Source: an optimization exercise on an open RTL-to-GDS flow (aim: small area). Production flows keep margins and buffers that such runs may drop. RTL that was checked went through simulation tests only; none was proved equivalent to the original. Only the layout flow was run in run 2; the RTL was not checked for function there. Power and IR drop assume default switching activity.

## flow/design.v (module list and top-level ports; edited modules follow where they fit)
// module FA: 6 lines
// module XNOR2: 5 lines
// module OR2: 5 lines
// module ALU: 590 lines
// module Core: 382 lines
module Core(clk, reset, config_en, config_in, config_out, in0, in1, in2, in3, in4, in5, in6, in7, out0, out1, out2, out3, out4, out5, out6, out7);
  // ...
==> flow/run.sh <==
#!/bin/bash
# synth_recipe.tcl (not shown) runs the flow's synth.tcl, then flattens the netlist and writes it again
# the make line also repeats each setting of config.mk as NAME=value (left out here)
make -C /OpenROAD-flow-scripts/flow DESIGN_CONFIG=/design/flow/config.mk WORK_HOME=/design/flow/orfs CLKGATE_MAP_FILE= SYNTH_SCRIPT=/design/flow/synth_recipe.tcl finish
==> flow/config.mk <==
export PLATFORM = sky130hd
export DESIGN_NAME = Core
export DESIGN_NICKNAME = Core
export VERILOG_FILES = /design/flow/design.v
export SDC_FILE = /design/flow/constraint.sdc
export NUM_CORES = 8
export LEC_CHECK = 0
export CAP_MARGIN = 20
export CORE_MARGIN = 2
export CORE_UTILIZATION = 40
export SLEW_MARGIN = 20
export SYNTH_HIERARCHICAL = 1
==> flow/constraint.sdc <==
create_clock -name core_clock -period 10.0 [get_ports {clk}]
set_input_delay 2.0000 -clock core_clock [delete_from_list [all_inputs] [get_ports {clk}]]
set_output_delay 2.0000 -clock core_clock [all_outputs]
set_load 0.01 [all_outputs]
==> results.cfg, run 1 <==
[sta]
worst_slack_ps = -540
min_period_ps = 10540
rsz0062_at_grt = true
maxSlewHeadroom_pct = 14.1
setup-violations-final = 31

[logic_synthesis]
synth_mux_area_share_pct = 18.8
synthAdderAreaFrac_pct = 18.8
ys_types = 84
syn_avg_cell_area_sq_um = 9.71
syn-num-nets = 17900
synthCells = 16300
synth-seq-area-share_pct = 17.9

[critical_path]
worst-path-buf-inv = 7
r2r_end = alu_q0[0]
crit_path_max_incr_delay_ps = 590

[run_status]
so_faults = negative setup slack
status = finished with violations

[route]
dr.pass1.iters = 14
drt_iter0_markers = 22700
highest_layer = met5
drc = 0
ant_nets = 0

[layout]
sh_seq_area_pct = 13.8
final_cell_mix = 3872 x buf_4, 2564 x nand2_1, 1254 x fa_1
final_layout_size_suffix_gt1_share_pct = 36.1
non_clock_buffer_count = 4647
clkbuf_count = 207
clock_area_share_pct = 2.66

[floorplan]
dieHeight_um = 633
rows = 231

[power_and_ir_drop]
pwr-share-clk_pct = 7.7
power_frac_seq_pct = 10.9

[grt]
grt_util_met1_pct = 51.9

[clocking]
clockBufferDepth = 4
==> run 2, diff against run 1 <==
--- a/flow/design.v
+++ b/flow/design.v
@@ -9,14 +9,34 @@
 	output y;
 	assign y = ~(a ^ b);
 endmodule
+module XOR2(a, b, y);
+	input a, b;
+	output y;
+	assign y = a ^ b;
+endmodule
+module INV(a, y);
+	input a;
+	output y;
+	assign y = ~a;
+endmodule
+module GI(gh, th, gl, y);
+	input gh, th, gl;
+	output y;
+	assign y = ~(gh | (th & gl));
+endmodule
+module GP(gh, th, gl, y);
+	input gh, th, gl;
+	output y;
+	assign y = ~(gh & (th | gl));
+endmodule
 module OR2(a, b, y);
 	input a, b;
 	output y;
 	assign y = a | b;
 endmodule
-module ALU(op, a, b, y);
+module ALU(op, an, bn, y);
 	input [3:0] op;
-	input [15:0] a, b;
+	input [15:0] an, bn;
 	output [15:0] y;
 	wire o_add = (op == 4'd0);
 	wire o_sub = (op == 4'd1);
@@ -30,22 +50,23 @@
 	wire o_pb  = (op == 4'd9);
 	wire o_sh = o_shl | o_shr;
 	wire o_one = o_add | o_sub;
-	wire big = |b[15:4];
-	wire t0 = o_sub;                            
-	wire t1 = o_add | o_or | o_xor | o_pb;      
-	wire t2 = o_or | o_xor | o_pa | o_sub;      
-	wire t3 = o_add | o_and | o_or | o_pb | o_pa;  
-	wire [3:0] lo = {b[1:0] == 2'd3, b[1:0] == 2'd2, b[1:0] == 2'd1, b[1:0] == 2'd0};
-	wire [3:0] hi = {4{o_sh & ~big}} & {b[3:2] == 2'd3, b[3:2] == 2'd2, b[3:2] == 2'd1, b[3:2] == 2'd0};
+	wire big = ~&bn[15:4];
+	wire t00 = o_sub;                               
+	wire t01 = o_add | o_or | o_xor | o_pb;         
+	wire t10 = o_or | o_xor | o_pa | o_sub;         
+	wire t11 = o_add | o_and | o_or | o_pb | o_pa;  
+	wire [3:0] lo = {bn[1:0] == 2'd0, bn[1:0] == 2'd1, bn[1:0] == 2'd2, bn[1:0] == 2'd3};
+	wire [3:0] hi = {4{o_sh & ~big}} & {bn[3:2] == 2'd0, bn[3:2] == 2'd1, bn[3:2] == 2'd2, bn[3:2] == 2'd3};
 	wire cinn = ~o_sub;
-	wire [15:0] x, yv, wn, r;
+	wire [15:0] x, yv, w, rn;
 	genvar i;
 	generate for (i = 0; i < 16; i = i + 1) begin : g
-		assign x[i] = o_shr ? a[15 - i] : a[i];
-		assign yv[i] = (o_mul & b[i]) | (lo[i % 4] & hi[i / 4]) | ((i == 0) & o_one);
-		assign wn[i] = ~(a[i] ? (b[i] ? t3 : t2) : (b[i] ? t1 : t0));
-		assign y[i] = o_shr ? r[15 - i] : r[i];
+		assign x[i] = o_shr ? ~an[15 - i] : ~an[i];
+		assign yv[i] = (o_mul & ~bn[i]) | (lo[i % 4] & hi[i / 4]) | ((i == 0) & o_one);
+		assign w[i] = an[i] ? (bn[i] ? t00 : t01) : (bn[i] ? t10 : t11);
+		assign y[i] = o_shr ? ~rn[15 - i] : ~rn[i];
 	end endgenerate
+	wire wn0 = ~w[0];
 	wire [15:0] ppn0;
 	wire [14:0] ppn1;
 	wire [13:0] ppn2;
@@ -78,21 +99,21 @@
 	assign ppn0[13] = ~(x[13] & yv[0]);
 	assign ppn0[14] = ~(x[14] & yv[0]);
 	assign ppn0[15] = ~(x[15] & yv[0]);
-	assign ppn1[0] = ~((x[0] & yv[1]) | ~wn[1]);
-	assign ppn1[1] = ~((x[1] & yv[1]) | ~wn[2]);
-	assign ppn1[2] = ~((x[2] & yv[1]) | ~wn[3]);
-	assign ppn1[3] = ~((x[3] & yv[1]) | ~wn[4]);
-	assign ppn1[4] = ~((x[4] & yv[1]) | ~wn[5]);
-	assign ppn1[5] = ~((x[5] & yv[1]) | ~wn[6]);
-	assign ppn1[6] = ~((x[6] & yv[1]) | ~wn[7]);
-	assign ppn1[7] = ~((x[7] & yv[1]) | ~wn[8]);
-	assign ppn1[8] = ~((x[8] & yv[1]) | ~wn[9]);
-	assign ppn1[9] = ~((x[9] & yv[1]) | ~wn[10]);
-	assign ppn1[10] = ~((x[10] & yv[1]) | ~wn[11]);
-	assign ppn1[11] = ~((x[11] & yv[1]) | ~wn[12]);
-	assign ppn1[12] = ~((x[12] & yv[1]) | ~wn[13]);
-	assign ppn1[13] = ~((x[13] & yv[1]) | ~wn[14]);
-	assign ppn1[14] = ~((x[14] & yv[1]) | ~wn[15]);
+	assign ppn1[0] = ~((x[0] & yv[1]) | w[1]);
+	assign ppn1[1] = ~((x[1] & yv[1]) | w[2]);
+	assign ppn1[2] = ~((x[2] & yv[1]) | w[3]);
+	assign ppn1[3] = ~((x[3] & yv[1]) | w[4]);
+	assign ppn1[4] = ~((x[4] & yv[1]) | w[5]);
+	assign ppn1[5] = ~((x[5] & yv[1]) | w[6]);
+	assign ppn1[6] = ~((x[6] & yv[1]) | w[7]);
+	assign ppn1[7] = ~((x[7] & yv[1]) | w[8]);
+	assign ppn1[8] = ~((x[8] & yv[1]) | w[9]);
+	assign ppn1[9] = ~((x[9] & yv[1]) | w[10]);
+	assign ppn1[10] = ~((x[10] & yv[1]) | w[11]);
+	assign ppn1[11] = ~((x[11] & yv[1]) | w[12]);
+	assign ppn1[12] = ~((x[12] & yv[1]) | w[13]);
+	assign ppn1[13] = ~((x[13] & yv[1]) | w[14]);
+	assign ppn1[14] = ~((x[14] & yv[1]) | w[15]);
 	assign ppn2[0] = ~(x[0] & yv[2]);
 	assign ppn2[1] = ~(x[1] & yv[2]);
 	assign ppn2[2] = ~(x[2] & yv[2]);
@@ -200,409 +221,469 @@
 	assign ppn15[0] = ~(x[0] & yv[15]);
 	wire n1;
 	wire n2;
-	FA fa2(.a(wn[0]), .b(cinn), .c(ppn0[0]), .s(n1), .co(n2));
+	XNOR2 hx2(.a(ppn0[13]), .b(ppn10[3]), .y(n1));
+	OR2 ho2(.a(ppn0[13]), .b(ppn10[3]), .y(n2));
 	wire n3;
 	wire n4;
-	FA fa4(.a(ppn0[1]), .b(ppn1[0]), .c(n2), .s(n3), .co(n4));
+	FA fa4(.a(ppn0[14]), .b(ppn10[4]), .c(ppn11[3]), .s(n3), .co(n4));
 	wire n5;
 	wire n6;
-	FA fa6(.a(ppn0[2]), .b(ppn1[1]), .c(ppn2[0]), .s(n5), .co(n6));
+	XNOR2 hx6(.a(ppn12[2]), .b(ppn13[1]), .y(n5));
+	OR2 ho6(.a(ppn12[2]), .b(ppn13[1]), .y(n6));
 	wire n7;
 	wire n8;
-	XNOR2 hx8(.a(n5), .b(n4), .y(n7));
-	OR2 ho8(.a(n5), .b(n4), .y(n8));
+	XNOR2 hx8(.a(ppn0[9]), .b(ppn2[7]), .y(n7));
+	OR2 ho8(.a(ppn0[9]), .b(ppn2[7]), .y(n8));
 	wire n9;
 	wire n10;
-	FA fa10(.a(ppn0[3]), .b(ppn1[2]), .c(ppn2[1]), .s(n9), .co(n10));
+	FA fa10(.a(ppn0[10]), .b(ppn10[0]), .c(ppn2[8]), .s(n9), .co(n10));
 	wire n11;
 	wire n12;
-	FA fa12(.a(ppn3[0]), .b(n6), .c(n9), .s(n11), .co(n12));
+	XNOR2 hx12(.a(ppn3[7]), .b(ppn4[6]), .y(n11));
+	OR2 ho12(.a(ppn3[7]), .b(ppn4[6]), .y(n12));
 	wire n13;
 	wire n14;
-	XNOR2 hx14(.a(n11), .b(n8), .y(n13));
-	OR2 ho14(.a(n11), .b(n8), .y(n14));
+	FA fa14(.a(ppn0[11]), .b(ppn10[1]), .c(ppn11[0]), .s(n13), .co(n14));
 	wire n15;
 	wire n16;
-	FA fa16(.a(ppn0[4]), .b(ppn1[3]), .c(ppn2[2]), .s(n15), .co(n16));
+	FA fa16(.a(ppn2[9]), .b(ppn3[8]), .c(ppn4[7]), .s(n15), .co(n16));
 	wire n17;
 	wire n18;
-	FA fa18(.a(ppn3[1]), .b(ppn4[0]), .c(n10), .s(n17), .co(n18));
+	XNOR2 hx18(.a(ppn5[6]), .b(ppn6[5]), .y(n17));
+	OR2 ho18(.a(ppn5[6]), .b(ppn6[5]), .y(n18));
 	wire n19;
 	wire n20;
-	FA fa20(.a(n15), .b(n12), .c(n17), .s(n19), .co(n20));
+	FA fa20(.a(ppn0[12]), .b(ppn10[2]), .c(ppn11[1]), .s(n19), .co(n20));
 	wire n21;
 	wire n22;
-	XNOR2 hx22(.a(n14), .b(n19), .y(n21));
-	OR2 ho22(.a(n14), .b(n19), .y(n22));
+	FA fa22(.a(ppn12[0]), .b(ppn2[10]), .c(ppn3[9]), .s(n21), .co(n22));
 	wire n23;
 	wire n24;
-	FA fa24(.a(ppn0[5]), .b(ppn1[4]), .c(ppn2[3]), .s(n23), .co(n24));
+	FA fa24(.a(ppn4[8]), .b(ppn5[7]), .c(ppn6[6]), .s(n23), .co(n24));
 	wire n25;
 	wire n26;
-	FA fa26(.a(ppn3[2]), .b(ppn4[1]), .c(ppn5[0]), .s(n25), .co(n26));
+	XNOR2 hx26(.a(ppn7[5]), .b(ppn8[4]), .y(n25));
+	OR2 ho26(.a(ppn7[5]), .b(ppn8[4]), .y(n26));
 	wire n27;
 	wire n28;
-	FA fa28(.a(n16), .b(n23), .c(n25), .s(n27), .co(n28));
+	FA fa28(.a(ppn11[2]), .b(ppn12[1]), .c(ppn13[0]), .s(n27), .co(n28));
 	wire n29;
 	wire n30;
-	FA fa30(.a(n18), .b(n27), .c(n20), .s(n29), .co(n30));
+	FA fa30(.a(ppn2[11]), .b(ppn3[10]), .c(ppn4[9]), .s(n29), .co(n30));
 	wire n31;
 	wire n32;
-	XNOR2 hx32(.a(n22), .b(n29), .y(n31));
-	OR2 ho32(.a(n22), .b(n29), .y(n32));
+	FA fa32(.a(ppn5[8]), .b(ppn6[7]), .c(ppn7[6]), .s(n31), .co(n32));
 	wire n33;
 	wire n34;
-	FA fa34(.a(ppn0[6]), .b(ppn1[5]), .c(ppn2[4]), .s(n33), .co(n34));
+	FA fa34(.a(ppn8[5]), .b(ppn9[4]), .c(ppn1[12]), .s(n33), .co(n34));
 	wire n35;
 	wire n36;
-	FA fa36(.a(ppn3[3]), .b(ppn4[2]), .c(ppn5[1]), .s(n35), .co(n36));
+	FA fa36(.a(ppn14[0]), .b(ppn2[12]), .c(ppn3[11]), .s(n35), .co(n36));
 	wire n37;
 	wire n38;
-	FA fa38(.a(ppn6[0]), .b(n24), .c(n26), .s(n37), .co(n38));
+	FA fa38(.a(ppn4[10]), .b(ppn5[9]), .c(ppn6[8]), .s(n37), .co(n38));
 	wire n39;
 	wire n40;
-	FA fa40(.a(n33), .b(n35), .c(n28), .s(n39), .co(n40));
+	FA fa40(.a(ppn7[7]), .b(ppn8[6]), .c(ppn9[5]), .s(n39), .co(n40));
 	wire n41;
 	wire n42;
-	FA fa42(.a(n37), .b(n39), .c(n30), .s(n41), .co(n42));
+	FA fa42(.a(ppn1[13]), .b(n2), .c(n5), .s(n41), .co(n42));
 	wire n43;
 	wire n44;
-	XNOR2 hx44(.a(n32), .b(n41), .y(n43));
-	OR2 ho44(.a(n32), .b(n41), .y(n44));
+	XNOR2 hx44(.a(ppn0[6]), .b(ppn2[4]), .y(n43));
+	OR2 ho44(.a(ppn0[6]), .b(ppn2[4]), .y(n44));
 	wire n45;
 	wire n46;
-	FA fa46(.a(ppn0[7]), .b(ppn1[6]), .c(ppn2[5]), .s(n45), .co(n46));
+	FA fa46(.a(ppn0[7]), .b(ppn2[5]), .c(ppn3[4]), .s(n45), .co(n46));
 	wire n47;
 	wire n48;
-	FA fa48(.a(ppn3[4]), .b(ppn4[3]), .c(ppn5[2]), .s(n47), .co(n48));
+	XNOR2 hx48(.a(ppn4[3]), .b(ppn5[2]), .y(n47));
+	OR2 ho48(.a(ppn4[3]), .b(ppn5[2]), .y(n48));
 	wire n49;
 	wire n50;
-	FA fa50(.a(ppn6[1]), .b(ppn7[0]), .c(n34), .s(n49), .co(n50));
+	FA fa50(.a(ppn0[8]), .b(ppn2[6]), .c(ppn3[5]), .s(n49), .co(n50));
 	wire n51;
 	wire n52;
-	FA fa52(.a(n36), .b(n45), .c(n47), .s(n51), .co(n52));
+	FA fa52(.a(ppn4[4]), .b(ppn5[3]), .c(ppn6[2]), .s(n51), .co(n52));
 	wire n53;
 	wire n54;
-	FA fa54(.a(n38), .b(n49), .c(n51), .s(n53), .co(n54));
+	XNOR2 hx54(.a(ppn7[1]), .b(ppn8[0]), .y(n53));
+	OR2 ho54(.a(ppn7[1]), .b(ppn8[0]), .y(n54));
 	wire n55;
 	wire n56;
-	FA fa56(.a(n40), .b(n53), .c(n42), .s(n55), .co(n56));
+	FA fa56(.a(ppn3[6]), .b(ppn4[5]), .c(ppn5[4]), .s(n55), .co(n56));
 	wire n57;
 	wire n58;
-	XNOR2 hx58(.a(n44), .b(n55), .y(n57));
-	OR2 ho58(.a(n44), .b(n55), .y(n58));
+	FA fa58(.a(ppn6[3]), .b(ppn7[2]), .c(ppn8[1]), .s(n57), .co(n58));
 	wire n59;
 	wire n60;
-	FA fa60(.a(ppn0[8]), .b(ppn1[7]), .c(ppn2[6]), .s(n59), .co(n60));
+	FA fa60(.a(ppn9[0]), .b(ppn1[8]), .c(n7), .s(n59), .co(n60));
 	wire n61;
 	wire n62;
-	FA fa62(.a(ppn3[5]), .b(ppn4[4]), .c(ppn5[3]), .s(n61), .co(n62));
+	FA fa62(.a(ppn5[5]), .b(ppn6[4]), .c(ppn7[3]), .s(n61), .co(n62));
 	wire n63;
 	wire n64;
-	FA fa64(.a(ppn6[2]), .b(ppn7[1]), .c(ppn8[0]), .s(n63), .co(n64));
+	FA fa64(.a(ppn8[2]), .b(ppn9[1]), .c(ppn1[9]), .s(n63), .co(n64));
 	wire n65;
 	wire n66;
-	FA fa66(.a(n46), .b(n48), .c(n59), .s(n65), .co(n66));
+	FA fa66(.a(n8), .b(n11), .c(n9), .s(n65), .co(n66));
 	wire n67;
 	wire n68;
-	FA fa68(.a(n61), .b(n63), .c(n50), .s(n67), .co(n68));
+	FA fa68(.a(ppn7[4]), .b(ppn8[3]), .c(ppn9[2]), .s(n67), .co(n68));
 	wire n69;
 	wire n70;
-	FA fa70(.a(n52), .b(n65), .c(n54), .s(n69), .co(n70));
+	FA fa70(.a(ppn1[10]), .b(n12), .c(n17), .s(n69), .co(n70));
 	wire n71;
 	wire n72;
-	FA fa72(.a(n67), .b(n69), .c(n56), .s(n71), .co(n72));
+	FA fa72(.a(n10), .b(n13), .c(n15), .s(n71), .co(n72));
 	wire n73;
 	wire n74;
-	XNOR2 hx74(.a(n58), .b(n71), .y(n73));
-	OR2 ho74(.a(n58), .b(n71), .y(n74));
+	FA fa74(.a(ppn9[3]), .b(ppn1[11]), .c(n18), .s(n73), .co(n74));
 	wire n75;
 	wire n76;
-	FA fa76(.a(ppn0[9]), .b(ppn1[8]), .c(ppn2[7]), .s(n75), .co(n76));
+	FA fa76(.a(n25), .b(n14), .c(n16), .s(n75), .co(n76));
 	wire n77;
 	wire n78;
-	FA fa78(.a(ppn3[6]), .b(ppn4[5]), .c(ppn5[4]), .s(n77), .co(n78));
+	FA fa78(.a(n19), .b(n21), .c(n23), .s(n77), .co(n78));
 	wire n79;
 	wire n80;
-	FA fa80(.a(ppn6[3]), .b(ppn7[2]), .c(ppn8[1]), .s(n79), .co(n80));
+	FA fa80(.a(n26), .b(n1), .c(n20), .s(n79), .co(n80));
 	wire n81;
 	wire n82;
-	FA fa82(.a(ppn9[0]), .b(n60), .c(n62), .s(n81), .co(n82));
+	FA fa82(.a(n22), .b(n24), .c(n27), .s(n81), .co(n82));
 	wire n83;
 	wire n84;
-	FA fa84(.a(n64), .b(n75), .c(n77), .s(n83), .co(n84));
+	FA fa84(.a(n29), .b(n31), .c(n33), .s(n83), .co(n84));
 	wire n85;
 	wire n86;
-	FA fa86(.a(n79), .b(n66), .c(n81), .s(n85), .co(n86));
+	FA fa86(.a(n28), .b(n30), .c(n32), .s(n85), .co(n86));
 	wire n87;
 	wire n88;
-	FA fa88(.a(n83), .b(n68), .c(n85), .s(n87), .co(n88));
+	FA fa88(.a(n3), .b(n35), .c(n37), .s(n87), .co(n88));
 	wire n89;
 	wire n90;
-	FA fa90(.a(n70), .b(n87), .c(n72), .s(n89), .co(n90));
+	FA fa90(.a(n39), .b(n34), .c(n41), .s(n89), .co(n90));
 	wire n91;
 	wire n92;
-	XNOR2 hx92(.a(n74), .b(n89), .y(n91));
-	OR2 ho92(.a(n74), .b(n89), .y(n92));
+	XNOR2 hx92(.a(ppn0[4]), .b(ppn2[2]), .y(n91));
+	OR2 ho92(.a(ppn0[4]), .b(ppn2[2]), .y(n92));
 	wire n93;
 	wire n94;
-	FA fa94(.a(ppn0[10]), .b(ppn1[9]), .c(ppn2[8]), .s(n93), .co(n94));
+	FA fa94(.a(ppn0[5]), .b(ppn2[3]), .c(ppn3[2]), .s(n93), .co(n94));
 	wire n95;
 	wire n96;
-	FA fa96(.a(ppn3[7]), .b(ppn4[6]), .c(ppn5[5]), .s(n95), .co(n96));
+	XNOR2 hx96(.a(ppn4[1]), .b(ppn5[0]), .y(n95));
+	OR2 ho96(.a(ppn4[1]), .b(ppn5[0]), .y(n96));
 	wire n97;
 	wire n98;
-	FA fa98(.a(ppn6[4]), .b(ppn7[3]), .c(ppn8[2]), .s(n97), .co(n98));
+	FA fa98(.a(ppn3[3]), .b(ppn4[2]), .c(ppn5[1]), .s(n97), .co(n98));
 	wire n99;
 	wire n100;
-	FA fa100(.a(ppn9[1]), .b(ppn10[0]), .c(n76), .s(n99), .co(n100));
+	FA fa100(.a(ppn6[0]), .b(ppn1[5]), .c(n43), .s(n99), .co(n100));
 	wire n101;
 	wire n102;
-	FA fa102(.a(n78), .b(n80), .c(n93), .s(n101), .co(n102));
+	FA fa102(.a(ppn6[1]), .b(ppn7[0]), .c(ppn1[6]), .s(n101), .co(n102));
 	wire n103;
 	wire n104;
-	FA fa104(.a(n95), .b(n97), .c(n82), .s(n103), .co(n104));
+	FA fa104(.a(n44), .b(n47), .c(n45), .s(n103), .co(n104));
 	wire n105;
 	wire n106;
-	FA fa106(.a(n84), .b(n99), .c(n101), .s(n105), .co(n106));
+	FA fa106(.a(ppn1[7]), .b(n48), .c(n53), .s(n105), .co(n106));
 	wire n107;
 	wire n108;
-	FA fa108(.a(n86), .b(n103), .c(n105), .s(n107), .co(n108));
+	FA fa108(.a(n46), .b(n49), .c(n51), .s(n107), .co(n108));
 	wire n109;
 	wire n110;
-	FA fa110(.a(n88), .b(n107), .c(n90), .s(n109), .co(n110));
+	FA fa110(.a(n54), .b(n50), .c(n52), .s(n109), .co(n110));
 	wire n111;
 	wire n112;
-	XNOR2 hx112(.a(n92), .b(n109), .y(n111));
-	OR2 ho112(.a(n92), .b(n109), .y(n112));
+	FA fa112(.a(n55), .b(n57), .c(n59), .s(n111), .co(n112));
 	wire n113;
 	wire n114;
-	FA fa114(.a(ppn0[11]), .b(ppn1[10]), .c(ppn2[9]), .s(n113), .co(n114));
+	FA fa114(.a(n56), .b(n58), .c(n61), .s(n113), .co(n114));
 	wire n115;
 	wire n116;
-	FA fa116(.a(ppn3[8]), .b(ppn4[7]), .c(ppn5[6]), .s(n115), .co(n116));
+	FA fa116(.a(n63), .b(n60), .c(n65), .s(n115), .co(n116));
 	wire n117;
 	wire n118;
-	FA fa118(.a(ppn6[5]), .b(ppn7[4]), .c(ppn8[3]), .s(n117), .co(n118));
+	FA fa118(.a(n62), .b(n67), .c(n64), .s(n117), .co(n118));
 	wire n119;
 	wire n120;
-	FA fa120(.a(ppn9[2]), .b(ppn10[1]), .c(ppn11[0]), .s(n119), .co(n120));
+	FA fa120(.a(n69), .b(n66), .c(n71), .s(n119), .co(n120));
 	wire n121;
 	wire n122;
-	FA fa122(.a(n94), .b(n96), .c(n98), .s(n121), .co(n122));
+	FA fa122(.a(n68), .b(n70), .c(n73), .s(n121), .co(n122));
 	wire n123;
 	wire n124;
-	FA fa124(.a(n113), .b(n115), .c(n117), .s(n123), .co(n124));
+	FA fa124(.a(n72), .b(n75), .c(n77), .s(n123), .co(n124));
 	wire n125;
 	wire n126;
-	FA fa126(.a(n119), .b(n100), .c(n102), .s(n125), .co(n126));
+	FA fa126(.a(n74), .b(n76), .c(n78), .s(n125), .co(n126));
 	wire n127;
 	wire n128;
-	FA fa128(.a(n121), .b(n123), .c(n104), .s(n127), .co(n128));
+	FA fa128(.a(n79), .b(n81), .c(n83), .s(n127), .co(n128));
 	wire n129;
 	wire n130;
-	FA fa130(.a(n106), .b(n125), .c(n108), .s(n129), .co(n130));
+	FA fa130(.a(n80), .b(n82), .c(n85), .s(n129), .co(n130));
 	wire n131;
 	wire n132;
-	FA fa132(.a(n127), .b(n129), .c(n110), .s(n131), .co(n132));
+	FA fa132(.a(n84), .b(n87), .c(n89), .s(n131), .co(n132));
 	wire n133;
 	wire n134;
-	XNOR2 hx134(.a(n112), .b(n131), .y(n133));
-	OR2 ho134(.a(n112), .b(n131), .y(n134));
+	XNOR2 hx134(.a(ppn0[3]), .b(ppn2[1]), .y(n133));
+	OR2 ho134(.a(ppn0[3]), .b(ppn2[1]), .y(n134));
 	wire n135;
 	wire n136;
-	FA fa136(.a(ppn0[12]), .b(ppn1[11]), .c(ppn2[10]), .s(n135), .co(n136));
+	FA fa136(.a(ppn3[1]), .b(ppn4[0]), .c(ppn1[3]), .s(n135), .co(n136));
 	wire n137;
 	wire n138;
-	FA fa138(.a(ppn3[9]), .b(ppn4[8]), .c(ppn5[7]), .s(n137), .co(n138));
+	FA fa138(.a(ppn1[4]), .b(n92), .c(n95), .s(n137), .co(n138));
 	wire n139;
 	wire n140;
-	FA fa140(.a(ppn6[6]), .b(ppn7[5]), .c(ppn8[4]), .s(n139), .co(n140));
+	FA fa140(.a(n96), .b(n94), .c(n97), .s(n139), .co(n140));
 	wire n141;
 	wire n142;
-	FA fa142(.a(ppn9[3]), .b(ppn10[2]), .c(ppn11[1]), .s(n141), .co(n142));
+	FA fa142(.a(n98), .b(n101), .c(n100), .s(n141), .co(n142));
 	wire n143;
 	wire n144;
-	FA fa144(.a(ppn12[0]), .b(n114), .c(n116), .s(n143), .co(n144));
+	FA fa144(.a(n102), .b(n105), .c(n104), .s(n143), .co(n144));
 	wire n145;
 	wire n146;
-	FA fa146(.a(n118), .b(n120), .c(n135), .s(n145), .co(n146));
+	FA fa146(.a(n106), .b(n108), .c(n109), .s(n145), .co(n146));
 	wire n147;
 	wire n148;
-	FA fa148(.a(n137), .b(n139), .c(n141), .s(n147), .co(n148));
+	FA fa148(.a(n110), .b(n113), .c(n112), .s(n147), .co(n148));
 	wire n149;
 	wire n150;
-	FA fa150(.a(n122), .b(n124), .c(n143), .s(n149), .co(n150));
+	FA fa150(.a(n114), .b(n117), .c(n116), .s(n149), .co(n150));
 	wire n151;
 	wire n152;
-	FA fa152(.a(n145), .b(n147), .c(n126), .s(n151), .co(n152));
+	FA fa152(.a(n118), .b(n121), .c(n120), .s(n151), .co(n152));
 	wire n153;
 	wire n154;
-	FA fa154(.a(n149), .b(n128), .c(n151), .s(n153), .co(n154));
+	FA fa154(.a(n122), .b(n124), .c(n125), .s(n153), .co(n154));
 	wire n155;
 	wire n156;
-	FA fa156(.a(n130), .b(n153), .c(n132), .s(n155), .co(n156));
+	FA fa156(.a(n126), .b(n129), .c(n128), .s(n155), .co(n156));
 	wire n157;
 	wire n158;
-	XNOR2 hx158(.a(n134), .b(n155), .y(n157));
-	OR2 ho158(.a(n134), .b(n155), .y(n158));
+	XNOR2 hx158(.a(cinn), .b(ppn0[0]), .y(n157));
+	OR2 ho158(.a(cinn), .b(ppn0[0]), .y(n158));
 	wire n159;
 	wire n160;
-	FA fa160(.a(ppn0[13]), .b(ppn1[12]), .c(ppn2[11]), .s(n159), .co(n160));
+	XNOR2 hx160(.a(ppn0[1]), .b(ppn1[0]), .y(n159));
+	OR2 ho160(.a(ppn0[1]), .b(ppn1[0]), .y(n160));
 	wire n161;
 	wire n162;
-	FA fa162(.a(ppn3[10]), .b(ppn4[9]), .c(ppn5[8]), .s(n161), .co(n162));
+	FA fa162(.a(ppn0[2]), .b(ppn2[0]), .c(ppn1[1]), .s(n161), .co(n162));
 	wire n163;
 	wire n164;
-	FA fa164(.a(ppn6[7]), .b(ppn7[6]), .c(ppn8[5]), .s(n163), .co(n164));
+	FA fa164(.a(ppn3[0]), .b(ppn1[2]), .c(n133), .s(n163), .co(n164));
 	wire n165;
 	wire n166;
-	FA fa166(.a(ppn9[4]), .b(ppn10[3]), .c(ppn11[2]), .s(n165), .co(n166));
+	FA fa166(.a(n134), .b(n91), .c(n135), .s(n165), .co(n166));
 	wire n167;
 	wire n168;
-	FA fa168(.a(ppn12[1]), .b(ppn13[0]), .c(n136), .s(n167), .co(n168));
+	FA fa168(.a(n93), .b(n136), .c(n137), .s(n167), .co(n168));
 	wire n169;
 	wire n170;
-	FA fa170(.a(n138), .b(n140), .c(n142), .s(n169), .co(n170));
+	FA fa170(.a(n138), .b(n99), .c(n139), .s(n169), .co(n170));
 	wire n171;
 	wire n172;
-	FA fa172(.a(n159), .b(n161), .c(n163), .s(n171), .co(n172));
+	FA fa172(.a(n140), .b(n103), .c(n141), .s(n171), .co(n172));
 	wire n173;
 	wire n174;
-	FA fa174(.a(n165), .b(n144), .c(n146), .s(n173), .co(n174));
+	FA fa174(.a(n107), .b(n142), .c(n143), .s(n173), .co(n174));
 	wire n175;
 	wire n176;
-	FA fa176(.a(n148), .b(n167), .c(n169), .s(n175), .co(n176));
+	FA fa176(.a(n111), .b(n144), .c(n145), .s(n175), .co(n176));
 	wire n177;
 	wire n178;
-	FA fa178(.a(n171), .b(n150), .c(n173), .s(n177), .co(n178));
+	FA fa178(.a(n146), .b(n115), .c(n147), .s(n177), .co(n178));
 	wire n179;
 	wire n180;
-	FA fa180(.a(n175), .b(n152), .c(n177), .s(n179), .co(n180));
+	FA fa180(.a(n119), .b(n148), .c(n149), .s(n179), .co(n180));
 	wire n181;
 	wire n182;
-	FA fa182(.a(n154), .b(n179), .c(n156), .s(n181), .co(n182));
+	FA fa182(.a(n123), .b(n150), .c(n151), .s(n181), .co(n182));
 	wire n183;
 	wire n184;
-	XNOR2 hx184(.a(n158), .b(n181), .y(n183));
-	OR2 ho184(.a(n158), .b(n181), .y(n184));
+	FA fa184(.a(n127), .b(n152), .c(n153), .s(n183), .co(n184));
 	wire n185;
 	wire n186;
-	FA fa186(.a(ppn0[14]), .b(ppn1[13]), .c(ppn2[12]), .s(n185), .co(n186));
+	FA fa186(.a(n131), .b(n154), .c(n155), .s(n185), .co(n186));
 	wire n187;
 	wire n188;
-	FA fa188(.a(ppn3[11]), .b(ppn4[10]), .c(ppn5[9]), .s(n187), .co(n188));
+	XNOR2 hx188(.a(wn0), .b(n157), .y(n187));
+	OR2 ho188(.a(wn0), .b(n157), .y(n188));
 	wire n189;
 	wire n190;
-	FA fa190(.a(ppn6[8]), .b(ppn7[7]), .c(ppn8[6]), .s(n189), .co(n190));
+	FA fa190(.a(n158), .b(n159), .c(n188), .s(n189), .co(n190));
 	wire n191;
 	wire n192;
-	FA fa192(.a(ppn9[5]), .b(ppn10[4]), .c(ppn11[3]), .s(n191), .co(n192));
+	FA fa192(.a(n160), .b(n161), .c(n190), .s(n191), .co(n192));
 	wire n193;
 	wire n194;
-	FA fa194(.a(ppn12[2]), .b(ppn13[1]), .c(ppn14[0]), .s(n193), .co(n194));
+	FA fa194(.a(n162), .b(n163), .c(n192), .s(n193), .co(n194));
 	wire n195;
 	wire n196;
-	FA fa196(.a(n160), .b(n162), .c(n164), .s(n195), .co(n196));
+	FA fa196(.a(n164), .b(n165), .c(n194), .s(n195), .co(n196));
 	wire n197;
 	wire n198;
-	FA fa198(.a(n166), .b(n185), .c(n187), .s(n197), .co(n198));
+	FA fa198(.a(n166), .b(n167), .c(n196), .s(n197), .co(n198));
+	wire g6 = ~(n168 | n169);
+	wire tp6 = ~(n168 & n169);
+	wire h6 = n168 ^ n169;
+	wire g7 = ~(n170 | n171);
+	wire tp7 = ~(n170 & n171);
+	wire h7 = n170 ^ n171;
+	wire g8 = ~(n172 | n173);
+	wire tp8 = ~(n172 & n173);
+	wire h8 = n172 ^ n173;
+	wire g9 = ~(n174 | n175);
+	wire tp9 = ~(n174 & n175);
+	wire h9 = n174 ^ n175;
+	wire g10 = ~(n176 | n177);
+	wire tp10 = ~(n176 & n177);
+	wire h10 = n176 ^ n177;
+	wire g11 = ~(n178 | n179);
+	wire tp11 = ~(n178 & n179);
+	wire h11 = n178 ^ n179;
+	wire g12 = ~(n180 | n181);
+	wire tp12 = ~(n180 & n181);
+	wire h12 = n180 ^ n181;
+	wire g13 = ~(n182 | n183);
+	wire tp13 = ~(n182 & n183);
+	wire h13 = n182 ^ n183;
+	wire g14 = ~(n184 | n185);
+	wire tp14 = ~(n184 & n185);
+	wire h14 = n184 ^ n185;
 	wire n199;
+	INV iv199(.a(n198), .y(n199));
 	wire n200;
-	FA fa200(.a(n189), .b(n191), .c(n193), .s(n199), .co(n200));
+	GI gi200(.gh(g6), .th(tp6), .gl(n199), .y(n200));
 	wire n201;
+	GI gi201(.gh(g8), .th(tp8), .gl(g7), .y(n201));
 	wire n202;
-	FA fa202(.a(n168), .b(n170), .c(n172), .s(n201), .co(n202));
+	assign n202 = ~(tp8 & tp7);
 	wire n203;
+	GI gi203(.gh(g10), .th(tp10), .gl(g9), .y(n203));
 	wire n204;
-	FA fa204(.a(n195), .b(n197), .c(n199), .s(n203), .co(n204));
+	assign n204 = ~(tp10 & tp9);
 	wire n205;
+	GI gi205(.gh(g12), .th(tp12), .gl(g11), .y(n205));
 	wire n206;
-	FA fa206(.a(n174), .b(n176), .c(n201), .s(n205), .co(n206));
+	assign n206 = ~(tp12 & tp11);
 	wire n207;
+	GI gi207(.gh(g14), .th(tp14), .gl(g13), .y(n207));
 	wire n208;
-	FA fa208(.a(n203), .b(n178), .c(n205), .s(n207), .co(n208));
+	assign n208 = ~(tp14 & tp13);
 	wire n209;
+	INV iv209(.a(n200), .y(n209));
 	wire n210;
-	FA fa210(.a(n180), .b(n207), .c(n182), .s(n209), .co(n210));
+	GI gi210(.gh(g7), .th(tp7), .gl(n209), .y(n210));
 	wire n211;
+	GP gp211(.gh(n201), .th(n202), .gl(n200), .y(n211));
 	wire n212;
-	XNOR2 hx212(.a(n184), .b(n209), .y(n211));
-	OR2 ho212(.a(n184), .b(n209), .y(n212));
+	INV iv212(.a(n203), .y(n212));
 	wire n213;
-	assign n213 = ppn0[15] ^ ppn1[14];
+	INV iv213(.a(n204), .y(n213));
 	wire n214;
-	assign n214 = ppn2[13] ^ ppn3[12];
+	GI gi214(.gh(g11), .th(tp11), .gl(n212), .y(n214));
 	wire n215;
-	assign n215 = ppn4[11] ^ ppn5[10];
+	assign n215 = ~(tp11 & n213);
 	wire n216;
-	assign n216 = ppn6[9] ^ ppn7[8];
+	GP gp216(.gh(n205), .th(n206), .gl(n203), .y(n216));
 	wire n217;
-	assign n217 = ppn8[7] ^ ppn9[6];
+	assign n217 = ~(n206 | n204);
 	wire n218;
-	assign n218 = ppn10[5] ^ ppn11[4];
+	GI gi218(.gh(g9), .th(tp9), .gl(n211), .y(n218));
 	wire n219;
-	assign n219 = ppn12[3] ^ ppn13[2];
+	INV iv219(.a(n211), .y(n219));
 	wire n220;
-	assign n220 = ppn14[1] ^ ppn15[0];
+	GP gp220(.gh(n203), .th(n204), .gl(n219), .y(n220));
 	wire n221;
-	assign n221 = n213 ^ n214;
+	GP gp221(.gh(n214), .th(n215), .gl(n219), .y(n221));
 	wire n222;
-	assign n222 = n215 ^ n216;
+	GI gi222(.gh(n216), .th(n217), .gl(n211), .y(n222));
 	wire n223;
-	assign n223 = n217 ^ n218;
+	INV iv223(.a(n222), .y(n223));
 	wire n224;
-	assign n224 = n219 ^ n220;
+	GI gi224(.gh(g13), .th(tp13), .gl(n223), .y(n224));
 	wire n225;
-	assign n225 = n186 ^ n188;
+	GP gp225(.gh(n207), .th(n208), .gl(n222), .y(n225));
 	wire n226;
-	assign n226 = n190 ^ n192;
+	XOR2 xo226(.a(ppn0[15]), .b(ppn10[5]), .y(n226));
 	wire n227;
-	assign n227 = n194 ^ n221;
+	XOR2 xo227(.a(ppn11[4]), .b(ppn12[3]), .y(n227));
 	wire n228;
-	assign n228 = n222 ^ n223;
+	XOR2 xo228(.a(ppn13[2]), .b(ppn14[1]), .y(n228));
 	wire n229;
-	assign n229 = n224 ^ n225;
+	XOR2 xo229(.a(ppn15[0]), .b(ppn2[13]), .y(n229));
 	wire n230;
-	assign n230 = n226 ^ n227;
+	XOR2 xo230(.a(ppn3[12]), .b(ppn4[11]), .y(n230));
 	wire n231;
-	assign n231 = n228 ^ n196;
+	XOR2 xo231(.a(ppn5[10]), .b(ppn6[9]), .y(n231));
 	wire n232;
-	assign n232 = n198 ^ n200;
+	XOR2 xo232(.a(ppn7[8]), .b(ppn8[7]), .y(n232));
 	wire n233;
-	assign n233 = n229 ^ n230;
+	XOR2 xo233(.a(ppn9[6]), .b(ppn1[14]), .y(n233));
 	wire n234;
-	assign n234 = n231 ^ n232;
+	XOR2 xo234(.a(n226), .b(n227), .y(n234));
 	wire n235;
-	assign n235 = n233 ^ n202;
+	XOR2 xo235(.a(n228), .b(n229), .y(n235));
 	wire n236;
-	assign n236 = n204 ^ n234;
+	XOR2 xo236(.a(n230), .b(n231), .y(n236));
 	wire n237;
-	assign n237 = n235 ^ n236;
+	XOR2 xo237(.a(n232), .b(n6), .y(n237));
 	wire n238;
-	assign n238 = n206 ^ n237;
+	XOR2 xo238(.a(n233), .b(n234), .y(n238));
 	wire n239;
-	assign n239 = n238 ^ n208;
+	XOR2 xo239(.a(n235), .b(n236), .y(n239));
 	wire n240;
-	assign n240 = n239 ^ n210;
+	XOR2 xo240(.a(n237), .b(n36), .y(n240));
 	wire n241;
-	assign n241 = n212 ^ n240;
-	assign r[0] = ~n1;
-	assign r[1] = ~n3;
-	assign r[2] = ~n7;
-	assign r[3] = ~n13;
-	assign r[4] = ~n21;
-	assign r[5] = ~n31;
-	assign r[6] = ~n43;
-	assign r[7] = ~n57;
-	assign r[8] = ~n73;
-	assign r[9] = ~n91;
-	assign r[10] = ~n111;
-	assign r[11] = ~n133;
-	assign r[12] = ~n157;
-	assign r[13] = ~n183;
-	assign r[14] = ~n211;
-	assign r[15] = n241;
+	XOR2 xo241(.a(n38), .b(n4), .y(n241));
+	wire n242;
+	XOR2 xo242(.a(n40), .b(n238), .y(n242));
+	wire n243;
+	XOR2 xo243(.a(n239), .b(n240), .y(n243));
+	wire n244;
+	XOR2 xo244(.a(n241), .b(n42), .y(n244));
+	wire n245;
+	XOR2 xo245(.a(n242), .b(n243), .y(n245));
+	wire n246;
+	XOR2 xo246(.a(n86), .b(n244), .y(n246));
+	wire n247;
+	XOR2 xo247(.a(n88), .b(n245), .y(n247));
+	wire n248;
+	XOR2 xo248(.a(n246), .b(n90), .y(n248));
+	wire n249;
+	XOR2 xo249(.a(n247), .b(n130), .y(n249));
+	wire n250;
+	XOR2 xo250(.a(n248), .b(n249), .y(n250));
+	wire n251;
+	XOR2 xo251(.a(n132), .b(n250), .y(n251));
+	wire n252;
+	XOR2 xo252(.a(n251), .b(n156), .y(n252));
+	wire n253;
+	XOR2 xo253(.a(n252), .b(n186), .y(n253));
+	assign rn[0] = n187;
+	assign rn[1] = n189;
+	assign rn[2] = n191;
+	assign rn[3] = n193;
+	assign rn[4] = n195;
+	assign rn[5] = n197;
+	assign rn[6] = (h6 ^ n198);
+	assign rn[7] = (h7 ^ n200);
+	assign rn[8] = (h8 ^ n210);
+	assign rn[9] = ~(h9 ^ n211);
+	assign rn[10] = (h10 ^ n218);
+	assign rn[11] = ~(h11 ^ n220);
+	assign rn[12] = ~(h12 ^ n221);
+	assign rn[13] = (h13 ^ n222);
+	assign rn[14] = (h14 ^ n224);
+	assign rn[15] = (n253 ^ n225);
 endmodule
 module Core(clk, reset, config_en, config_in, config_out, in0, in1, in2, in3, in4, in5, in6, in7, out0, out1, out2, out3, out4, out5, out6, out7);
 	parameter size = 16;
@@ -793,7 +874,7 @@
 	wire [1:0] ms0 = cfg[20] ? {cfg[28], cfg[29]} : {cfg[26], cfg[27]};
 	wire [size-1:0] md0 = ({size{ms0 == 0}} & sw_SW6X1_BlockPE0_in0) | ({size{ms0 == 1}} & sw_SW6X1_BlockPE0_in1) | ({size{ms0 == 2}} & alu_q0) | ({size{ms0 == 3}} & mem_q0);
 	wire [size-1:0] alu_d0;
-	ALU ALU0(.op({cfg[16], cfg[17], cfg[18], cfg[19]}), .a(pa0), .b(pb0), .y(alu_d0));
+	ALU ALU0(.op({cfg[16], cfg[17], cfg[18], cfg[19]}), .an(~pa0), .bn(~pb0), .y(alu_d0));
 	always @(posedge clk, posedge reset)
 		if (reset) begin alu_q0 <= 0; mem_q0 <= 0; end
 		else begin alu_q0 <= alu_d0; mem_q0 <= md0; end
@@ -805,7 +886,7 @@
 	wire [1:0] ms1 = cfg[34] ? {cfg[42], cfg[43]} : {cfg[40], cfg[41]};
 	wire [size-1:0] md1 = ({size{ms1 == 0}} & sw_SW5X1_BlockPE1_in0) | ({size{ms1 == 1}} & sw_SW5X1_BlockPE1_in1) | ({size{ms1 == 2}} & alu_q1) | ({size{ms1 == 3}} & mem_q1);
 	wire [size-1:0] alu_d1;
-	ALU ALU1(.op({cfg[30], cfg[31], cfg[32], cfg[33]}), .a(pa1), .b(pb1), .y(alu_d1));
+	ALU ALU1(.op({cfg[30], cfg[31], cfg[32], cfg[33]}), .an(~pa1), .bn(~pb1), .y(alu_d1));
 	always @(posedge clk, posedge reset)
 		if (reset) begin alu_q1 <= 0; mem_q1 <= 0; end
 		else begin alu_q1 <= alu_d1; mem_q1 <= md1; end
@@ -817,7 +898,7 @@
 	wire [1:0] ms10 = cfg[48] ? {cfg[56], cfg[57]} : {cfg[54], cfg[55]};
 	wire [size-1:0] md10 = ({size{ms10 == 0}} & sw_SW4X1_BlockPE10_in0) | ({size{ms10 == 1}} & sw_SW4X1_BlockPE10_in1) | ({size{ms10 == 2}} & alu_q10) | ({size{ms10 == 3}} & mem_q10);
 	wire [size-1:0] alu_d10;
-	ALU ALU10(.op({cfg[44], cfg[45], cfg[46], cfg[47]}), .a(pa10), .b(pb10), .y(alu_d10));
+	ALU ALU10(.op({cfg[44], cfg[45], cfg[46], cfg[47]}), .an(~pa10), .bn(~pb10), .y(alu_d10));
 	always @(posedge clk, posedge reset)
 		if (reset) begin alu_q10 <= 0; mem_q10 <= 0; end
 		else begin alu_q10 <= alu_d10; mem_q10 <= md10; end
@@ -829,7 +910,7 @@
 	wire [1:0] ms11 = cfg[62] ? {cfg[70], cfg[71]} : {cfg[68], cfg[69]};
 	wire [size-1:0] md11 = ({size{ms11 == 0}} & sw_SW5X1_BlockPE11_in0) | ({size{ms11 == 1}} & sw_SW5X1_BlockPE11_in1) | ({size{ms11 == 2}} & alu_q11) | ({size{ms11 == 3}} & mem_q11);
 	wire [size-1:0] alu_d11;
-	ALU ALU11(.op({cfg[58], cfg[59], cfg[60], cfg[61]}), .a(pa11), .b(pb11), .y(alu_d11));
+	ALU ALU11(.op({cfg[58], cfg[59], cfg[60], cfg[61]}), .an(~pa11), .bn(~pb11), .y(alu_d11));
 	always @(posedge clk, posedge reset)
 		if (reset) begin alu_q11 <= 0; mem_q11 <= 0; end
 		else begin alu_q11 <= alu_d11; mem_q11 <= md11; end
@@ -841,7 +922,7 @@
 	wire [1:0] ms12 = cfg[76] ? {cfg[84], cfg[85]} : {cfg[82], cfg[83]};
 	wire [size-1:0] md12 = ({size{ms12 == 0}} & sw_SW6X1_BlockPE12_in0) | ({size{ms12 == 1}} & sw_SW6X1_BlockPE12_in1) | ({size{ms12 == 2}} & alu_q12) | ({size{ms12 == 3}} & mem_q12);
 	wire [size-1:0] alu_d12;
-	ALU ALU12(.op({cfg[72], cfg[73], cfg[74], cfg[75]}), .a(pa12), .b(pb12), .y(alu_d12));
+	ALU ALU12(.op({cfg[72], cfg[73], cfg[74], cfg[75]}), .an(~pa12), .bn(~pb12), .y(alu_d12));
 	always @(posedge clk, posedge reset)
 		if (reset) begin alu_q12 <= 0; mem_q12 <= 0; end
 		else begin alu_q12 <= alu_d12; mem_q12 <= md12; end
@@ -853,7 +934,7 @@
 	wire [1:0] ms13 = cfg[90] ? {cfg[98], cfg[99]} : {cfg[96], cfg[97]};
 	wire [size-1:0] md13 = ({size{ms13 == 0}} & sw_SW5X1_BlockPE13_in0) | ({size{ms13 == 1}} & sw_SW5X1_BlockPE13_in1) | ({size{ms13 == 2}} & alu_q13) | ({size{ms13 == 3}} & mem_q13);
 	wire [size-1:0] alu_d13;
-	ALU ALU13(.op({cfg[86], cfg[87], cfg[88], cfg[89]}), .a(pa13), .b(pb13), .y(alu_d13));
+	ALU ALU13(.op({cfg[86], cfg[87], cfg[88], cfg[89]}), .an(~pa13), .bn(~pb13), .y(alu_d13));
 	always @(posedge clk, posedge reset)
 		if (reset) begin alu_q13 <= 0; mem_q13 <= 0; end
 		else begin alu_q13 <= alu_d13; mem_q13 <= md13; end
@@ -865,7 +946,7 @@
 	wire [1:0] ms14 = cfg[104] ? {cfg[112], cfg[113]} : {cfg[110], cfg[111]};
 	wire [size-1:0] md14 = ({size{ms14 == 0}} & sw_SW5X1_BlockPE14_in0) | ({size{ms14 == 1}} & sw_SW5X1_BlockPE14_in1) | ({size{ms14 == 2}} & alu_q14) | ({size{ms14 == 3}} & mem_q14);
 	wire [size-1:0] alu_d14;
-	ALU ALU14(.op({cfg[100], cfg[101], cfg[102], cfg[103]}), .a(pa14), .b(pb14), .y(alu_d14));
+	ALU ALU14(.op({cfg[100], cfg[101], cfg[102], cfg[103]}), .an(~pa14), .bn(~pb14), .y(alu_d14));
 	always @(posedge clk, posedge reset)
 		if (reset) begin alu_q14 <= 0; mem_q14 <= 0; end
 		else begin alu_q14 <= alu_d14; mem_q14 <= md14; end
@@ -877,7 +958,7 @@
 	wire [1:0] ms15 = cfg[118] ? {cfg[126], cfg[127]} : {cfg[124], cfg[125]};
 	wire [size-1:0] md15 = ({size{ms15 == 0}} & sw_SW6X1_BlockPE15_in0) | ({size{ms15 == 1}} & sw_SW6X1_BlockPE15_in1) | ({size{ms15 == 2}} & alu_q15) | ({size{ms15 == 3}} & mem_q15);
 	wire [size-1:0] alu_d15;
-	ALU ALU15(.op({cfg[114], cfg[115], cfg[116], cfg[117]}), .a(pa15), .b(pb15), .y(alu_d15));
+	ALU ALU15(.op({cfg[114], cfg[115], cfg[116], cfg[117]}), .an(~pa15), .bn(~pb15), .y(alu_d15));
 	always @(posedge clk, posedge reset)
 		if (reset) begin alu_q15 <= 0; mem_q15 <= 0; end
 		else begin alu_q15 <= alu_d15; mem_q15 <= md15; end
@@ -889,7 +970,7 @@
 	wire [1:0] ms2 = cfg[132] ? {cfg[140], cfg[141]} : {cfg[138], cfg[139]};
 	wire [size-1:0] md2 = ({size{ms2 == 0}} & sw_SW5X1_BlockPE2_in0) | ({size{ms2 == 1}} & sw_SW5X1_BlockPE2_in1) | ({size{ms2 == 2}} & alu_q2) | ({size{ms2 == 3}} & mem_q2);
 	wire [size-1:0] alu_d2;
-	ALU ALU2(.op({cfg[128], cfg[129], cfg[130], cfg[131]}), .a(pa2), .b(pb2), .y(alu_d2));
+	ALU ALU2(.op({cfg[128], cfg[129], cfg[130], cfg[131]}), .an(~pa2), .bn(~pb2), .y(alu_d2));
 	always @(posedge clk, posedge reset)
 		if (reset) begin alu_q2 <= 0; mem_q2 <= 0; end
 		else begin alu_q2 <= alu_d2; mem_q2 <= md2; end
@@ -901,7 +982,7 @@
 	wire [1:0] ms3 = cfg[146] ? {cfg[154], cfg[155]} : {cfg[152], cfg[153]};
 	wire [size-1:0] md3 = ({size{ms3 == 0}} & sw_SW6X1_BlockPE3_in0) | ({size{ms3 == 1}} & sw_SW6X1_BlockPE3_in1) | ({size{ms3 == 2}} & alu_q3) | ({size{ms3 == 3}} & mem_q3);
 	wire [size-1:0] alu_d3;
-	ALU ALU3(.op({cfg[142], cfg[143], cfg[144], cfg[145]}), .a(pa3), .b(pb3), .y(alu_d3));
+	ALU ALU3(.op({cfg[142], cfg[143], cfg[144], cfg[145]}), .an(~pa3), .bn(~pb3), .y(alu_d3));
 	always @(posedge clk, posedge reset)
 		if (reset) begin alu_q3 <= 0; mem_q3 <= 0; end
 		else begin alu_q3 <= alu_d3; mem_q3 <= md3; end
@@ -913,7 +994,7 @@
 	wire [1:0] ms4 = cfg[160] ? {cfg[168], cfg[169]} : {cfg[166], cfg[167]};
 	wire [size-1:0] md4 = ({size{ms4 == 0}} & sw_SW5X1_BlockPE4_in0) | ({size{ms4 == 1}} & sw_SW5X1_BlockPE4_in1) | ({size{ms4 == 2}} & alu_q4) | ({size{ms4 == 3}} & mem_q4);
 	wire [size-1:0] alu_d4;
-	ALU ALU4(.op({cfg[156], cfg[157], cfg[158], cfg[159]}), .a(pa4), .b(pb4), .y(alu_d4));
+	ALU ALU4(.op({cfg[156], cfg[157], cfg[158], cfg[159]}), .an(~pa4), .bn(~pb4), .y(alu_d4));
 	always @(posedge clk, posedge reset)
 		if (reset) begin alu_q4 <= 0; mem_q4 <= 0; end
 		else begin alu_q4 <= alu_d4; mem_q4 <= md4; end
@@ -925,7 +1006,7 @@
 	wire [1:0] ms5 = cfg[174] ? {cfg[182], cfg[183]} : {cfg[180], cfg[181]};
 	wire [size-1:0] md5 = ({size{ms5 == 0}} & sw_SW4X1_BlockPE5_in0) | ({size{ms5 == 1}} & sw_SW4X1_BlockPE5_in1) | ({size{ms5 == 2}} & alu_q5) | ({size{ms5 == 3}} & mem_q5);
 	wire [size-1:0] alu_d5;
-	ALU ALU5(.op({cfg[170], cfg[171], cfg[172], cfg[173]}), .a(pa5), .b(pb5), .y(alu_d5));
+	ALU ALU5(.op({cfg[170], cfg[171], cfg[172], cfg[173]}), .an(~pa5), .bn(~pb5), .y(alu_d5));
 	always @(posedge clk, posedge reset)
 		if (reset) begin alu_q5 <= 0; mem_q5 <= 0; end
 		else begin alu_q5 <= alu_d5; mem_q5 <= md5; end
@@ -937,7 +1018,7 @@
 	wire [1:0] ms6 = cfg[188] ? {cfg[196], cfg[197]} : {cfg[194], cfg[195]};
 	wire [size-1:0] md6 = ({size{ms6 == 0}} & sw_SW4X1_BlockPE6_in0) | ({size{ms6 == 1}} & sw_SW4X1_BlockPE6_in1) | ({size{ms6 == 2}} & alu_q6) | ({size{ms6 == 3}} & mem_q6);
 	wire [size-1:0] alu_d6;
-	ALU ALU6(.op({cfg[184], cfg[185], cfg[186], cfg[187]}), .a(pa6), .b(pb6), .y(alu_d6));
+	ALU ALU6(.op({cfg[184], cfg[185], cfg[186], cfg[187]}), .an(~pa6), .bn(~pb6), .y(alu_d6));
 	always @(posedge clk, posedge reset)
 		if (reset) begin alu_q6 <= 0; mem_q6 <= 0; end
 		else begin alu_q6 <= alu_d6; mem_q6 <= md6; end
@@ -949,7 +1030,7 @@
 	wire [1:0] ms7 = cfg[202] ? {cfg[210], cfg[211]} : {cfg[208], cfg[209]};
 	wire [size-1:0] md7 = ({size{ms7 == 0}} & sw_SW5X1_BlockPE7_in0) | ({size{ms7 == 1}} & sw_SW5X1_BlockPE7_in1) | ({size{ms7 == 2}} & alu_q7) | ({size{ms7 == 3}} & mem_q7);
 	wire [size-1:0] alu_d7;
-	ALU ALU7(.op({cfg[198], cfg[199], cfg[200], cfg[201]}), .a(pa7), .b(pb7), .y(alu_d7));
+	ALU ALU7(.op({cfg[198], cfg[199], cfg[200], cfg[201]}), .an(~pa7), .bn(~pb7), .y(alu_d7));
 	always @(posedge clk, posedge reset)
 		if (reset) begin alu_q7 <= 0; mem_q7 <= 0; end
 		else begin alu_q7 <= alu_d7; mem_q7 <= md7; end
@@ -961,7 +1042,7 @@
 	wire [1:0] ms8 = cfg[216] ? {cfg[224], cfg[225]} : {cfg[222], cfg[223]};
 	wire [size-1:0] md8 = ({size{ms8 == 0}} & sw_SW5X1_BlockPE8_in0) | ({size{ms8 == 1}} & sw_SW5X1_BlockPE8_in1) | ({size{ms8 == 2}} & alu_q8) | ({size{ms8 == 3}} & mem_q8);
 	wire [size-1:0] alu_d8;
-	ALU ALU8(.op({cfg[212], cfg[213], cfg[214], cfg[215]}), .a(pa8), .b(pb8), .y(alu_d8));
+	ALU ALU8(.op({cfg[212], cfg[213], cfg[214], cfg[215]}), .an(~pa8), .bn(~pb8), .y(alu_d8));
 	always @(posedge clk, posedge reset)
 		if (reset) begin alu_q8 <= 0; mem_q8 <= 0; end
 		else begin alu_q8 <= alu_d8; mem_q8 <= md8; end
@@ -973,7 +1054,7 @@
 	wire [1:0] ms9 = cfg[230] ? {cfg[238], cfg[239]} : {cfg[236], cfg[237]};
 	wire [size-1:0] md9 = ({size{ms9 == 0}} & sw_SW4X1_BlockPE9_in0) | ({size{ms9 == 1}} & sw_SW4X1_BlockPE9_in1) | ({size{ms9 == 2}} & alu_q9) | ({size{ms9 == 3}} & mem_q9);
 	wire [size-1:0] alu_d9;
-	ALU ALU9(.op({cfg[226], cfg[227], cfg[228], cfg[229]}), .a(pa9), .b(pb9), .y(alu_d9));
+	ALU ALU9(.op({cfg[226], cfg[227], cfg[228], cfg[229]}), .an(~pa9), .bn(~pb9), .y(alu_d9));
 	always @(posedge clk, posedge reset)
 		if (reset) begin alu_q9 <= 0; mem_q9 <= 0; end
 		else begin alu_q9 <= alu_d9; mem_q9 <= md9; end
==> flow/flow/run.sh (new file) <==
#!/bin/bash
# Own layout flow: the standard ORFS flow, except that synthesis maps the
# combinational logic with an area-oriented ABC script (flow/abc_area.script)
# instead of ORFS's delay-oriented one. Everything else (yosys passes, register
# mapping, flattening and renaming, floorplan, placement, CTS, routing) is the
# standard flow, run through a copy of standard.sh.
set -euo pipefail
HERE=$(pwd)
FLOWDIR=$HERE/flow
mkdir -p $HERE/custom
# ORFS synth.tcl with the final technology-mapping abc call using our script
sed 's#^\(\s*\)log_cmd abc {\*}\$abc_args$#\1log_cmd abc {*}[lreplace $abc_args 1 1 '"$FLOWDIR"'/abc_area.script]#' \
    $FLOW_HOME/scripts/synth.tcl > $HERE/custom/synth.tcl
grep -q "abc_area.script\]" $HERE/custom/synth.tcl
# The standard flow's synthesis wrapper, sourcing the patched synth.tcl
sed 's#source \$::env(SCRIPTS_DIR)/synth.tcl#source '"$HERE"'/custom/synth.tcl#' synth_recipe.tcl > $HERE/custom/synth_recipe.tcl
grep -q "custom/synth.tcl" $HERE/custom/synth_recipe.tcl
# standard.sh with our synthesis script
sed 's#SYNTH_SCRIPT=[^ ]*synth_recipe.tcl#SYNTH_SCRIPT='"$HERE"'/custom/synth_recipe.tcl#' standard.sh > $HERE/custom/standard.sh
grep -q "custom/synth_recipe.tcl" $HERE/custom/standard.sh
bash $HERE/custom/standard.sh finish > $HERE/flow.log 2>&1
==> flow/flow/abc_area.script (new file) <==
&get -n
&st
&dch
&nf -p -R 1000
&put
==> flow/standard.sh (new file) <==
#!/bin/bash
# synth_recipe.tcl (not shown) runs the flow's synth.tcl, then flattens the netlist and writes it again
# the make line also repeats each setting of config.mk as NAME=value (left out here)
make -C /OpenROAD-flow-scripts/flow DESIGN_CONFIG=/design/flow/config.mk WORK_HOME=/design/flow/orfs CLKGATE_MAP_FILE= SYNTH_SCRIPT=/design/flow/synth_recipe.tcl "${@:-finish}"
removed: flow/run.sh
==> run 2 against run 1 <==
Net effect: now clean on timing, DRC and antenna; core utilization down 5.3 points; non-clock buffer count down 3438; critical path depth down 9; clock power down about 10%; via count down 17%; die area down 17%; cell area down 25%; cell count down 20%; count of clock-buffer cells in the layout down 10; worst setup slack better by 1100 ps; combinational power down 38%; largest cell class unchanged; largest power group unchanged; highest routed layer unchanged.
==> results.cfg, run 2 <==
[run_status]
status = complete, no violations

[clocking]
cts_tree = done
cts.clk_slew.worst_paths_ps = 60
postCtsSetupBuffers = 0
numCtsBuffers = 147
clock_latency_ps = 910
clockBufferDepth = 4
root_buffer = clkbuf_16
cts_resized = 0
h-tree-depth = 4
hold_buffers = 0
cts.sinks = 1136

[min_path]
min_to = cfg[69]
hold_class = register to register
worstHoldStart = cfg[68]
hold_depth = 1

[logic_synthesis]
synth_edf_count = 0
synth_ff_type = dfrtp_1
synth_top_cell_area_share_pct = 21.5
async_flop_share_pct = 100
syn-cell-area_sq_um = 132000
ys_ff_latch = 1136
synth_top_area_cell = dfrtp_1
ys_types = 41
yosysWarnings = 7
syn_avg_cell_area_sq_um = 9.36
synthCells = 14100
syn-num-nets = 15900
synth_common_cells = 2641 x nand2_1, 1344 x fa_1, 1170 x o22ai_1
synth_most_common_cell = nand2_1
synth-seq-area-share_pct = 21.5
netlist_top_cells_area = dfrtp_1 22%, fa_1 20%, nand2_1 7.5%

[sta]
slew_violations = 0
fin_skew_ps = 80.5
maxSlewHeadroom_pct = 7.94
fin_setup_tns_ps = 0
min_period_ps = 9450
setup-violations-final = 0
max_freq_ghz = 0.106
hold_viol = 0
post-route-period-util_pct = 94.5
rsz0062_at_grt = false
tightest_slew_ps = 1350

[critical_path]
critPathSlowestCell = dfrtp_1
crit_path_start_kind = register
cp-end-kind = register
required_ps = 10790
cp_max_fo = 17
arrival_ps = 10240
r2r_end = alu_q7[0]
critical_path_class = register to register
reg2reg_depth = 29
reg2reg_slack_ps = 550
r2r-start = cfg[161]
crit_path_max_incr_delay_ps = 1090

[power_and_ir_drop]
swShare_pct = 56.7
vdd_drop_max_uv = 233
p_leak_nw = 54.4
pwr_density_cell_nw_per_um2 = 369
p_comb_share_pct = 73.5
pwr-share-clk_pct = 10.0
power_frac_seq_pct = 16.5
p_int_mw = 24.5
p_sw_mw = 32.1

[route]
drc = 0
route.detailed.vias_per_inst = 6.67
via_count = 133000
drt_iter0_markers = 19400
routed_wl_um = 638000
dr.pass1.iters = 14
routedWlPerCell_um = 31.9
ant_nets = 0

[floorplan]
io_pins = 261
core_area_sq_um = 328000
start_util_pct = 40.3
die_w_um = 579
rows = 210
dieHeight_um = 579
die-area_sq_um = 335000

[layout]
largest_reg_flops = 368
final_layout_size_suffix_gt1_share_pct = 10.5
nets = 17200
layoutNonFillerInstCount = 20000
top_register = cfg
area_growth_pct = 16.2
fillers = 31300
final_cell_mix = 2641 x nand2_1, 1344 x fa_1, 1170 x o22ai_1
mostFrequentLayoutCell = nand2_1

[grt]
grt_pass1_wl_um = 913000
track_usage_pct = 37.3
antenna_found_initial = 45
globalRouteOverflowTotal = 0
grt_pass1_vias = 127000
grt_max_degree = 187

[flow_run]
drv_cap = 0

[place]
numPortBuffers = 260
dp_cells = 19700
hpwl_um = 484000
gp_congestion = 1.05
## run 2: per-layer routing
metal | part of all wire [%] | routed length, um | track usage (%)
met1 | 37 | 234000 | 46.0
met2 | 42 | 266000 | 53.9
met3 | 13 | 82200 | 14.1
met4 | 8.5 | 54300 | 25.1
met5 | 0.11 | 711 | 1.18
## run 2: stage by stage
step | util, % | setup slack, ps | hold slack, ps | total power [mW] | cell area (sq um)
floorplan | - | 858 | 468 | 31.8 | 132000
global placement | 45.2 | 725 | 489 | 48.9 | 148000
detailed placement | 45.2 | 624 | 495 | 49.2 | 148000
CTS | 46.7 | 599 | 509 | 55.0 | 153000
global route | 46.8 | 45.0 | 522 | 59.4 | 153000
finish | 46.8 | 546 | 504 | 56.6 | 153000
## run 2: how the worst max path moves through the flow
| stage | from | end | slack [ps] | depth (start not counted) |
|---|---|---|---|---|
| floorplan | reset | alu_q0[0] | 860 | 1 |
| global placement | cfg[35] | alu_q0[1] | 720 | 28 |
| detailed placement | cfg[35] | alu_q0[1] | 620 | 28 |
| CTS | cfg[35] | alu_q0[15] | 600 | 28 |
| global route | cfg[147] | alu_q0[15] | 50 | 26 |
| finish | cfg[161] | alu_q7[0] | 550 | 29 |
## run 2: kinds of logic after synthesis
| group | count (synthesis) | share of synthesized area (%) |
|---|---|---|
| compound gates | 4107 | 20.5 |
| xor+xnor | 848 | 5.62 |
| fa+ha+maj | 1632 | 23.1 |
| buf+inv | 587 | 1.67 |
| flops | 1136 | 21.5 |
| mux | 1305 | 12.7 |
| simple gates | 4496 | 14.9 |
## run 2: modules after synthesis (local to each module, per instance), excerpt
module | area, sq um | cells | flops+latches | times used
ALU | 1940 | 309 | 0 | 16
Core | 65100 | 6559 | 1136 | 1
FA | 20.0 | 1 | 0 | 1344
GI | 5.00 | 1 | 0 | 160
OR2 | 6.26 | 1 | 0 | 240
XOR2 | 8.76 | 1 | 0 | 448
## run 2: worst max-delay path: cells and delay by family, from the launching register on
kind	cells	cell delay, ps
flip-flops	1	1090
AO/OA/AOI/OAI	11	2370
XOR/XNOR	1	280
adder cells (fa/ha/maj)	6	2600
AND/OR/NAND/NOR	6	1090
buffers and inverters	4	950
multiplexers	1	970
## run 2: area by class of cell
class / instances / area [sq um] / area share [%]
Multi-Input combinational cell: 12400 / 102000 / 66.7
Clock buffer: 197 / 4090 / 2.66
Timing Repair Buffer: 1209 / 9980 / 6.51
Sequential cell: 1136 / 28400 / 18.5
Inverter: 587 / 2230 / 1.45
Antenna cell: 63 / 158 / 0.103
Clock inverter: 62 / 793 / 0.517
Tap cell: 4346 / 5440 / 3.54
## run 2: power by group through the flow
stage | Clock, mW | Sequential, mW | Combinational [mW]
final | 5.68 | 9.32 | 41.6
after global routing | 5.85 | 9.38 | 44.1
after floorplan | 0 | 7.77 | 24.0
after detailed placement | 0 | 9.16 | 40.0
after CTS | 5.67 | 9.11 | 40.3
after global placement | 0 | 9.21 | 39.7

[re-timing with driven ports]
Ports are ideal in the flow. The routed layouts listed here were re-timed in OpenROAD. Step 1 assumes that a clkbuf_16 drives the clock port and a buf_2 every other input. Step 2 times the ports against the registers' clock, not the clock port: input delays grow and output delays shrink by t, the midpoint of the rising clock arrivals with the driver on. Slacks: ideal ports / drivers / drivers and shift; pairs: ideal ports / drivers.
run | t (ns) | setup slack, ns | worst register clock-pin slew, ns | worst data-port slew with drivers (ns) | cell pins on the clock port's net
run 1 | 1.027 | -0.540 / -0.540 / -0.540 | 0.07 / 0.07 | 0.14 | 1
run 2 | 0.986 | 0.546 / 0.546 / 0.546 | 0.08 / 0.08 | 0.06 | 1
